This is an optimization exercise on Yosys and OpenROAD, whose aim is small area, not a production implementation. Only simulation tests tie the RTL to the original design; equivalence was not proved. Power is estimated from default activity; no workload was simulated.

File: flow/flow/run.sh
#!/bin/bash
# Standard ORFS layout (the standard.sh), with two knobs changed:
#  - port buffers use the smallest buffer cell (buf_1) instead of the default pick;
#  - clock tree synthesis without dummy loads, with its own buffer list and sink clusters.
set -euo pipefail
cd "$(dirname "$0")/.."
bash standard.sh \
  "BUFFER_PORTS_ARGS=-buffer_cell sky130_fd_sc_hd__buf_1" \
  "CTS_ARGS=-sink_clustering_enable -repair_clock_nets -dont_use_dummy_load -buf_list sky130_fd_sc_hd__clkbuf_8 -sink_clustering_size 20 -sink_clustering_max_diameter 60" \
  finish > standard_flow.log 2>&1
File: flow/standard.sh
#!/bin/bash
# synth_recipe.tcl (not shown) runs the flow's synth.tcl, then flattens the netlist and writes it again
# the make line also repeats each setting of config.mk as NAME=value (left out here)
make -C /OpenROAD-flow-scripts/flow DESIGN_CONFIG=/design/flow/config.mk WORK_HOME=/design/flow/orfs CLKGATE_MAP_FILE= SYNTH_SCRIPT=/design/flow/synth_recipe.tcl "${@:-finish}"
File: flow/config.mk
export PLATFORM = sky130hd
export DESIGN_NAME = Fifo
export DESIGN_NICKNAME = Fifo
export VERILOG_FILES = /design/flow/design.v
export SDC_FILE = /design/flow/constraint.sdc
export NUM_CORES = 4
export LEC_CHECK = 0
export CAP_MARGIN = 0
export CORE_MARGIN = 2
export CORE_UTILIZATION = 70
export SLEW_MARGIN = 0
export SYNTH_HIERARCHICAL = 1
File: flow/constraint.sdc
create_clock -name core_clock -period 5.0 [get_ports {clk_i}]
set_input_delay 1.0000 -clock core_clock [delete_from_list [all_inputs] [get_ports {clk_i}]]
set_output_delay 1.0000 -clock core_clock [all_outputs]
set_load 0.01 [all_outputs]
File: flow/design.v
`default_nettype none
`timescale 1ns/1ps
module Fifo #(
    parameter LEN = 10,
    parameter SIZE = 32
) (
    input logic clk_i,
    input logic rst_i,
    input logic valid_i,
    input logic ready_i,
    input logic[SIZE-1:0] data_i,
    output logic[SIZE-1:0] data_o,
    output logic valid_o,
    output logic is_full_o
);
localparam JW = LEN / 2;
logic [JW-1:0] cnt;
logic [SIZE-1:0] fifo [LEN-1:0];
logic [LEN-1:0] occ;
logic [LEN-1:0] cnt_dec;
wire wr = valid_i;
wire rd = ~valid_i & ready_i;
assign is_full_o = &occ;
always_comb begin
    for (int k = 0; k < LEN; k++) begin
        if (k == 0)
            cnt_dec[k] = ~cnt[JW-1] & ~cnt[0];
        else if (k < JW)
            cnt_dec[k] = cnt[k-1] & ~cnt[k];
        else if (k == JW)
            cnt_dec[k] = cnt[JW-1] & cnt[0];
        else
            cnt_dec[k] = ~cnt[k-JW-1] & cnt[k-JW];
    end
end
always_ff @(posedge clk_i) begin
    valid_o <= rst_i && rd;
    if (!rst_i || valid_i || ready_i)
        cnt <= !rst_i ? '0 : wr ? {cnt[JW-2:0], ~cnt[JW-1]} : {~cnt[0], cnt[JW-1:1]};
end
wire wr_go = rst_i & valid_i;      
wire hold_go = rst_i & ~valid_i;   
logic [LEN-1:0] occ_d;
for (genvar p = 0; p < LEN; p++) begin : g_occ
    FifoFlagNext #(.FIRST(p == 0)) u_next (
        .occ_i(occ[p]), .prev_i(occ[(p + LEN - 1) % LEN]),
        .ready_i(ready_i), .dec_i(cnt_dec[(p + 1) % LEN]),
        .wr_i(wr_go), .hold_i(hold_go), .occ_o(occ_d[p])
    );
end
always_ff @(posedge clk_i) occ <= occ_d;
always_ff @(posedge clk_i) begin
    if (wr) begin
        fifo[0] <= data_i;
        for (int p = 1; p < LEN; p++)
            fifo[p] <= fifo[p-1];
    end
end
for (genvar b = 0; b < SIZE; b++) begin : g_rd
    logic [LEN-1:0] col;
    for (genvar i = 0; i < LEN; i++) begin : g_col
        assign col[i] = fifo[i][b];
    end
    FifoReadBit #(.LEN(LEN)) u_rd (.sel_i(cnt_dec), .d_i(col), .q_o(data_o[b]));
end
endmodule
module FifoReadBit #(
    parameter LEN = 10
) (
    input logic [LEN-1:0] sel_i,
    input logic [LEN-1:0] d_i,
    output logic q_o
);
logic [3:0] n;
FifoAoi3 u_g0 (.s_i(sel_i[2:0]), .d_i(d_i[2:0]), .n_o(n[0]));
FifoAoi3 u_g1 (.s_i(sel_i[5:3]), .d_i(d_i[5:3]), .n_o(n[1]));
FifoAoi3 u_g2 (.s_i(sel_i[8:6]), .d_i(d_i[8:6]), .n_o(n[2]));
assign n[3] = ~(sel_i[9] & d_i[9]);
assign q_o = ~&n;
endmodule
module FifoAoi3 (
    input logic [2:0] s_i,
    input logic [2:0] d_i,
    output logic n_o
);
assign n_o = ~|(s_i & d_i);
endmodule
module FifoFlagNext #(
    parameter bit FIRST = 0
) (
    input logic occ_i,
    input logic prev_i,
    input logic ready_i,
    input logic dec_i,
    input logic wr_i,
    input logic hold_i,
    output logic occ_o
);
assign occ_o = ((FIRST | prev_i) & wr_i) | (occ_i & hold_i & ~(ready_i & dec_i));
endmodule
==> results of run 1 <==
## where the power goes
part / switching [mW] / total, mW / internal [mW]
Sequential: 0.0918 / 3.37 / 3.28
Combinational: 0.290 / 0.434 / 0.144
Clock: 0.752 / 1.13 / 0.381
Total: 1.13 / 4.94 / 3.80
## flip-flops by register name, indices dropped and copies added, names as in the netlist
| name | flops |
|---|---|
| cnt | 5 |
| fifo | 320 |
| occ | 10 |
| valid_o | 1 |
## synth_stat cells
cell	instances
a21boi_1	1
a21boi_2	1
a222oi_1	96
a31o_1	1
a32o_1	9
and2_1	3
buf_6	1
dfxtp_1	11
edfxtp_1	325
mux2i_1	3
nand2_1	44
nand2b_1	3
nand4_1	34
nor2_1	1
nor2b_1	11
nor2b_2	1
nor3_1	1
or2_1	1
## cells by family (layout without fill, tap and decap cells)
logic type,Yosys count,in the layout
simple gates,99,99
buf+inv,1,93
flops,336,336
compound gates,108,108
mux,3,3
## layout make-up
class	count	area, sq um	area share, %
flip-flops and latches	336	9980	79.5
multi-input cells	210	1690	13.4
repair buffers	72	323	2.57
clock buffers	21	289	2.30
well taps	220	275	2.19
## per-module statistics from Yosys (local to each module, per instance), a selection
module    times used  cell area, sq um
FifoAoi3          96              10.0
Fifo               1             10200
## final timing paths
path	startpoint	to	slack, ps	cells after the start
worst min register to register	fifo[0][29]	fifo[1][29]	430	0
worst max register to register	cnt[1]	occ[1]	2900	3
worst max-delay path	cnt[0]	data_o[21]	1270	4
worst min-delay path	fifo[0][29]	fifo[1][29]	430	0
## per-stage QoR
stage	area, sq um	utilization [%]	hold slack (ps)
finish	12600	76.5	428
global route	12600	76.5	433
CTS	12600	76.5	427
detailed placement	12300	74.7	433
global placement	12300	74.7	429
floorplan	11600	-	425
## layer usage
layer | vias to the layer above | share of wire (%)
met4 | 0 | 1.2
met5 | - | 0
met2 | 337 | 48
li1 | 2648 | -
met3 | 21 | 9.3
met1 | 3146 | 42
==> results_dict.tcl, run 1 <==
set metrics [dict create \
    outcome "no timing/DRC/antenna violations" \
    drt_iter0_drc 1190 \
    final_cell_mix "325 x edfxtp_1, 96 x a222oi_1, 68 x buf_1" \
    antenna_found_initial 0 \
    busiest_layer "met1" \
    port_buffers 69 \
    fillers 910 \
    viasPerCell 7.16 \
    gp_congestion 0.750 \
    area_growth_pct 8.14 \
    final_nets 677 \
    rows 47 \
    cts_made_buffers 21 \
    initial_core_util_pct 70.7 \
    insertion_delay_ps 540 \
    setup_slack_ps 1270 \
    crit_buf_inv 1 \
    min_path_type "register to register" \
    relSlewSlack_pct 20.3 \
    dp_cells 838 \
    h-tree-depth 1 \
    setup_violations 0 \
    critPathKind "register to output pin" \
    path_clk_slew_ps 110 \
    grt-ovfl-total 0 \
    final.period_utilization_pct 74.7 \
    num_antenna_cells 0 \
    rsz0062_at_grt "false" \
    layoutNonFillerInstCount 859 \
    cap_violations 0 \
    tightest_slew_ps 1190 \
    cts_sinks 336 \
    synth.mux.area_fraction_pct 0.259 \
    synthXorXnorAreaFrac_pct 0 \
    grt_usage_pct 25.0 \
    syn_inst 547 \
    drt-total-wl_mm 22.3 \
    grt_max_degree 110 \
    ys_ff_latch 336 \
    final_common_cell "edfxtp_1" \
    grt_pass1_wl_mm 33.9 \
    grt_pass1_vias 6035 \
    cts-hold-fix-buffers 0 \
    ant_nets 0 \
    synth_top_cell_area_share_pct 84.1 \
    core_sq_mm 0.0164 \
    critPathSlowestCell "nor2_4" \
    avgRoutedWirePerCell_um 25.9 \
    period_needed_ps 3730 \
    root_buffer "clkbuf_8" \
    clock_path_buffers 3 \
    cts_resized 0 \
    maxSlewViolCount 0 \
    worst_setup_path_end_kind "output pin" \
    routed-via-count 6152 \
    place_hpwl_mm 11.6 \
    finalPower_mw 4.94 \
    dp_slack_ps 1880 \
    power_density_mw_per_mm2 393 \
    cp_slowest_stage_delay_ps 960 \
    synth_top_family_by_area "compound AO/OA/AOI/OAI gates" \
    startpoint_type "register" \
    cpLargestDelayFamily "simple AND/OR/NAND/NOR gates" \
    skew_ps 35.9 \
    drc_errors 0 \
    fp.dieH_um 133 \
    worst-path-max-fanout 33 \
    yosys-top-cells-area "edfxtp_1 84%, a222oi_1 8.3%, dfxtp_1 1.9%" \
    crit_chain "nor2_4 -> a222oi_1 -> nand4_1 -> buf_1" \
    synth.yosys.warnings 8 \
    vdd_drop_max_mv 0.282 \
    drt-pass1-iter-count 6 \
    synth.avg_cell_area_sq_um 21.2 \
    grtUsageMet1_pct 39.2 \
    cts_tree "yes" \
    synth-simple-area-share_pct 4.38 \
    synthesis.area_sq_mm 0.0116 \
    max_freq_mhz 268 \
    use_met2_pct 38.1 \
    worstPathRequired_ps 4000 \
    yosys.area.top_type "edfxtp_1" \
    io_pins 70 \
    finalHoldViolCount 0 \
    synthAdderAreaFrac_pct 0 \
    drive_above_1_share_pct 5.79 \
    cts_setup_buffers 0 \
    synth_nets 583 \
    worstPathArrival_ps 2730 \
    p_leak_nw 3.95 \
    die-area_sq_mm 0.0176 \
    totalNegativeSetupSlack_ps 0 \
    synth-compound-area-share_pct 9.29 \
    grtUsageMet3_pct 4.52 \
    yosys.cell_types.count 18 \
    die_width_um 133 \
    synth_seq_area_share_pct 86.0 \
]
==> run 2, diff against run 1 <==
--- a/flow/design.v
+++ b/flow/design.v
@@ -16,3 +16,5 @@
 localparam JW = LEN / 2;
-logic [JW-1:0] cnt;
+localparam logic [JW-1:0] CNT_POL = JW'({(JW + 1) / 2{2'b10}});
+logic [JW-1:0] cnt, cnt_q;
+assign cnt = cnt_q ^ CNT_POL;
 logic [SIZE-1:0] fifo [LEN-1:0];
@@ -38,3 +40,3 @@
     if (!rst_i || valid_i || ready_i)
-        cnt <= !rst_i ? '0 : wr ? {cnt[JW-2:0], ~cnt[JW-1]} : {~cnt[0], cnt[JW-1:1]};
+        cnt_q <= CNT_POL ^ (!rst_i ? '0 : wr ? {cnt[JW-2:0], ~cnt[JW-1]} : {~cnt[0], cnt[JW-1:1]});
 end
--- a/flow/config.mk
+++ b/flow/config.mk
@@ -10,2 +10,3 @@
 export CORE_UTILIZATION = 70
+export PLACE_DENSITY = 0.9
 export SLEW_MARGIN = 0
==> results_dict.tcl, run 2 <==
set metrics [dict create \
    outcome "no timing/DRC/antenna violations" \
    cp_slowest_stage_delay_ps 840 \
    vdd_drop_max_mv 0.268 \
    avgRoutedWirePerCell_um 26.8 \
    min_path_type "register to register" \
    rows 47 \
    fp.dieH_um 133 \
    period_needed_ps 3640 \
    finalPower_mw 4.88 \
    cts_sinks 336 \
    crit_start "cnt_q[0]" \
    hold_end "fifo[3][1]" \
    grt_pass1_vias 6309 \
    max_freq_mhz 274 \
    layoutNonFillerInstCount 858 \
    port_buffers 69 \
    clock_path_buffers 3 \
    worstPathArrival_ps 2640 \
    crit_buf_inv 1 \
    power_density_mw_per_mm2 390 \
    syn_inst 545 \
    regMostFlops "fifo" \
    num_antenna_cells 0 \
    crit_chain "nor2_4 -> a222oi_1 -> nand4_1 -> buf_1" \
    skew_ps 33.1 \
    dp_cells 838 \
    insertion_delay_ps 540 \
    synth_nets 581 \
    synth.avg_cell_area_sq_um 21.3 \
    drive_above_1_share_pct 6.11 \
    worst_setup_path_end_kind "output pin" \
    r2r_cells 3 \
    grt_usage_pct 25.9 \
    totalNegativeSetupSlack_ps 0 \
    yosysMostFrequentCell "edfxtp_1" \
    setup_slack_ps 1360 \
    worst-path-max-fanout 33 \
    reg2reg_from "cnt_q[3]" \
    cts_tree "yes" \
    cpLargestDelayFamily "simple AND/OR/NAND/NOR gates" \
    cts_setup_buffers 0 \
    final_common_cell "edfxtp_1" \
    r2r_end "occ[3]" \
    area_growth_pct 7.94 \
    viasPerCell 7.43 \
    yosys-top-cells-area "edfxtp_1 84%, a222oi_1 8.3%, dfxtp_1 1.9%" \
    relSlewSlack_pct 27.4 \
    final_nets 676 \
    antenna_found_initial 0 \
    cts_resized 0 \
    initial_core_util_pct 70.7 \
    dp_slack_ps 1960 \
    maxSlewViolCount 0 \
    path_depth 4 \
    drt-total-wl_mm 23.0 \
    synth_seq_area_share_pct 86.1 \
    synth_top_cell_area_share_pct 84.2 \
    finalHoldViolCount 0 \
    routed-via-count 6376 \
    drt_iter0_drc 1390 \
    final.period_utilization_pct 72.9 \
    grt-ovfl-total 0 \
    p_leak_nw 3.95 \
    critPathSlowestCell "nor2_4" \
    rrSetupSlack_ps 3000 \
    place_hpwl_mm 12.9 \
    h-tree-depth 1 \
    worst_hold_path.num_cells 0 \
    io_pins 70 \
    grt_pass1_wl_mm 34.9 \
    yosys.area.top_type "edfxtp_1" \
    tightest_slew_ps 1090 \
    final_cell_mix "325 x edfxtp_1, 96 x a222oi_1, 68 x buf_1" \
    die-area_sq_mm 0.0176 \
    async_flop_share_pct 0 \
    drt-pass1-iter-count 7 \
    gp_congestion 0.808 \
    rsz0062_at_grt "false" \
    synth-edff-count 325 \
    cap_violations 0 \
    synth.top_cells.by_count "325 x edfxtp_1, 96 x a222oi_1, 45 x nand2_1" \
    startpoint_type "register" \
    worstHoldStart "fifo[2][1]" \
    die_width_um 133 \
    ys.flop_type "edfxtp_1" \
    setup_violations 0 \
    cts_made_buffers 20 \
    ant_nets 0 \
    grt_max_degree 84 \
    synth.yosys.warnings 8 \
    cts-hold-fix-buffers 0 \
    path_clk_slew_ps 120 \
    largest_reg_flops 320 \
    reg.largest.list "fifo x320, occ x10, cnt_q x5" \
    worstPathRequired_ps 4000 \
    yosys.cell_types.count 15 \
    critPathKind "register to output pin" \
    core_sq_mm 0.0164 \
    root_buffer "clkbuf_8" \
    synthesis.area_sq_mm 0.0116 \
    drc_errors 0 \
    ys_ff_latch 336 \
]
## run 2: changes by cell type after synthesis
cell,previous run,this run
or2_1,1,0
and2_1,3,10
a21boi_1,1,0
nand2b_1,3,1
nand2_1,44,45
a21boi_2,1,0
nor2b_1,11,0
nor2_1,1,5
mux2_4,0,2
## run 2: logic make-up (layout without fill, tap and decap cells)
group	Yosys count	in the layout	synth area share, %
AO/OA/AOI/OAI	106	106	9.14
buffers and inverters	1	94	0.0971
flip-flops	336	336	86.1
multiplexers	5	5	0.518
AND/OR/NAND/NOR	97	97	4.17
## run 2: where the power goes
group,switching (mW),internal (mW)
sequential,0.0979,3.28
clock,0.741,0.364
combinational,0.266,0.128
## run 2: worst reg2reg max path: stages, from the launching register on
cell and delay [ps]:
edfxtp_1 550, nor2_4 870, nand2_1 150, a32o_1 330
## run 2: routing by layer
| layer | global-route usage (%) | part of all wire, % | vias to the layer above |
|---|---|---|---|
| li1 | - | - | 2645 |
| met1 | 37.9 | 38 | 3167 |
| met2 | 40.2 | 49 | 513 |
| met3 | 4.25 | 11 | 51 |
| met4 | 10.6 | 2.4 | 0 |
| met5 | 0 | 0 | - |
## run 2: Yosys stat by module (local to each module, per instance), a selection
module	copies in the design	cell area, sq um
FifoAoi3	96	10.0
Fifo	1	10200
## run 2: how the worst max path moves through the flow
stage	endpoint
finish	data_o[29]
global route	data_o[29]
global placement	data_o[10]
floorplan	data_o[0]
detailed placement	data_o[29]
CTS	data_o[8]
## run 2: metrics by stage
step | cell area [sq um] | utilization, % | hold WS [ps]
2_1_floorplan | 11600 | - | 425
3_3_place_gp | 12200 | 74.6 | 429
3_5_place_dp | 12200 | 74.6 | 433
4_1_cts | 12500 | 76.3 | 453
5_1_grt | 12500 | 76.3 | 466
6_report | 12500 | 76.3 | 441
## run 2: area by class of cell
cell class	instances	area (sq um)
flip-flops and latches	336	9980
fillers	837	3890
multi-input cells	208	1650
repair buffers	74	338
clock buffers	20	275
well taps	220	275
==> run 3, diff against run 2 <==
--- a/flow/config.mk
+++ b/flow/config.mk
@@ -10,3 +10,2 @@
 export CORE_UTILIZATION = 70
-export PLACE_DENSITY = 0.9
 export SLEW_MARGIN = 0
==> results_dict.tcl, run 3 <==
set metrics [dict create \
    fp.dieH_um 133 \
    worst_hold_path.num_cells 0 \
    yosys-top-cells-area "edfxtp_1 84%, a222oi_1 8.3%, dfxtp_1 1.9%" \
    grtUsageMet3_pct 3.72 \
    sw_frac_of_total_pct 22.4 \
    final_common_cell "edfxtp_1" \
    p_clk_share_pct 22.7 \
    area_growth_pct 7.73 \
    place_hpwl_mm 11.8 \
    power.share.sequential_pct 69.3 \
    grt_usage_pct 25.3 \
    routed-via-count 6174 \
    hold_end "fifo[3][5]" \
    initial_core_util_pct 70.7 \
    grt_pass1_wl_mm 34.3 \
    cap_violations 0 \
    p_int_mw 3.77 \
    vdd_drop_max_mv 0.239 \
    relSlewSlack_pct 24.1 \
    drc_errors 0 \
    skew_ps 29.5 \
    async_flop_share_pct 0 \
    grt-ovfl-total 0 \
    ys.flop_type "edfxtp_1" \
    final.period_utilization_pct 74.1 \
    avgRoutedWirePerCell_um 26.0 \
    p_leak_nw 3.94 \
    rsz0062_at_grt "false" \
    worstHoldStart "fifo[2][5]" \
    grt_max_degree 169 \
    cts-hold-fix-buffers 0 \
    root_buffer "clkbuf_8" \
    busiest_layer "met2" \
    synth.top_cells.by_count "325 x edfxtp_1, 96 x a222oi_1, 45 x nand2_1" \
    period_needed_ps 3700 \
    largest_reg_flops 320 \
    drt-pass1-iter-count 8 \
    worstPathArrival_ps 2700 \
    synth.avg_cell_area_sq_um 21.3 \
    cts_sinks 336 \
    use_met2_pct 40.6 \
    syn_inst 545 \
    synth_top_cell_area_share_pct 84.2 \
    worst-path-max-fanout 33 \
    min_path_type "register to register" \
    path_clk_slew_ps 110 \
    yosysMostFrequentCell "edfxtp_1" \
    yosys.area.top_type "edfxtp_1" \
    num_antenna_cells 0 \
    power_density_mw_per_mm2 389 \
    synthesis.area_sq_mm 0.0116 \
    die_width_um 133 \
    maxSlewViolCount 0 \
    worstPathRequired_ps 4000 \
    fin_util_pct 76.1 \
    viasPerCell 7.20 \
    grtUsageMet1_pct 38.7 \
    io_pins 70 \
    core_sq_mm 0.0164 \
    p_comb_share_pct 7.9 \
    finalHoldViolCount 0 \
    fillers 917 \
    synth-edff-count 325 \
    drt-total-wl_mm 22.3 \
    cts_made_buffers 20 \
    r2r_cells 3 \
    clock_path_buffers 3 \
    cts_setup_buffers 0 \
    final_nets 676 \
    tightest_slew_ps 1140 \
    port_buffers 69 \
    synth_nets 581 \
    totalNegativeSetupSlack_ps 0 \
    rows 47 \
    outcome "no timing/DRC/antenna violations" \
    synth.yosys.warnings 8 \
    cts_tree "yes" \
    drt_iter0_drc 1113 \
    ys_ff_latch 336 \
    critPathKind "register to output pin" \
    power.switching_mw 1.09 \
    reg2reg_from "cnt_q[2]" \
    startpoint_type "register" \
    synth_seq_area_share_pct 86.1 \
    regMostFlops "fifo" \
    yosys.cell_types.count 15 \
    gp_congestion 0.734 \
    antenna_found_initial 0 \
    grt_pass1_vias 6091 \
    h-tree-depth 1 \
    rrSetupSlack_ps 2990 \
    ant_nets 0 \
    r2r_end "occ[7]" \
    cts_resized 0 \
    worst_setup_path_end_kind "output pin" \
    setup_violations 0 \
    final_cell_mix "325 x edfxtp_1, 96 x a222oi_1, 68 x buf_1" \
    insertion_delay_ps 550 \
    die-area_sq_mm 0.0176 \
    reg.largest.list "fifo x320, occ x10, cnt_q x5" \
    drive_above_1_share_pct 6.11 \
    max_freq_mhz 270 \
]
==> run 3: cell counts after synthesis <==
Identical to the previous run, type by type.
==> run 3: metrics by stage <==
step / setup slack, ps / instance area [sq um] / hold WS, ps / total power, mW / std cells
after detailed placement: 1940 / 12200 / 432 / 3.81 / 838
after global routing: 1240 / 12500 / 460 / 5.02 / 858
final: 1300 / 12500 / 446 / 4.86 / 858
after CTS: 1340 / 12500 / 439 / 4.88 / 858
after floorplan: 2060 / 11600 / 425 / 3.59 / 545
after global placement: 1960 / 12200 / 430 / 3.80 / 838
==> run 3: power by group through the flow <==
stage	Combinational, mW	Clock [mW]	Sequential, mW
global placement	0.379	0	3.42
global route	0.415	1.22	3.39
detailed placement	0.385	0	3.43
finish	0.386	1.10	3.37
CTS	0.385	1.13	3.37
floorplan	0.200	0	3.39
==> run 3: kinds of logic after synthesis <==
| kind of cell | count (synthesis) | synth area share (%) |
|---|---|---|
| AOI/OAI and AO/OA | 106 | 9.14 |
| and+or+nand+nor | 97 | 4.17 |
| buffers and inverters | 1 | 0.0971 |
| DFF | 336 | 86.1 |
| muxes | 5 | 0.518 |
==> run 3: final cells by class <==
cell class | count | area, sq um | area share, %
multi-input cells | 208 | 1650 | 13.2
clock buffers | 20 | 275 | 2.20
well taps | 220 | 275 | 2.20
repair buffers | 74 | 313 | 2.50
flip-flops and latches | 336 | 9980 | 79.9
==> run 3: how the worst max path moves through the flow <==
| stage | start | end | slack [ps] |
|---|---|---|---|
| floorplan | cnt_q[0] | data_o[0] | 2060 |
| global placement | cnt_q[4] | data_o[0] | 1960 |
| detailed placement | cnt_q[0] | data_o[5] | 1940 |
| CTS | cnt_q[0] | data_o[5] | 1340 |
| global route | cnt_q[4] | data_o[26] | 1240 |
| finish | cnt_q[0] | data_o[12] | 1300 |
==> run 3: per-layer routing <==
metal	part of all wire (%)	up-vias
li1	-	2648
met1	39	3116
met2	49	391
met3	10	19
met4	1.3	0
met5	0	-
==> run 3: Yosys stat by module, one instance, submodules excluded, a selection <==
| module | flip-flops and latches | copies in the design |
|---|---|---|
| Fifo | 336 | 1 |
| FifoAoi3 | 0 | 96 |
==> run 3: critical path, stage by stage (launching register included) <==
cell      delay, ps
edfxtp_1        530
nor2_4          920
a222oi_1        320
nand4_1         200
buf_1           180

static timing again, ports no longer ideal:
The flow's constraints put no driver on any port. The routed layouts listed below were extracted and timed again, unchanged, in two steps. Step 1: set_driving_cell puts a clkbuf_16 on clk_i and a buf_2 on each other input, an assumption about the parent block. Step 2, shift: input delay + t, output delay - t, t = (earliest + latest rising clock arrival at the registers) / 2. This alone moves slack from input paths to output paths. Slacks: ideal / step 1 / step 2; pairs: ideal / step 1.
| run | t, ns | setup slack, ns | worst slew at a driven data input, ns |
|---|---|---|---|
| run 1 | 0.565 | 1.266 / 1.228 / 1.792 | 0.05 |
| run 2 | 0.560 | 1.357 / 1.319 / 1.879 | 0.04 |
| run 3 | 0.572 | 1.297 / 1.258 / 1.829 | 0.06 |
After both steps setup and hold are still met in every run listed.
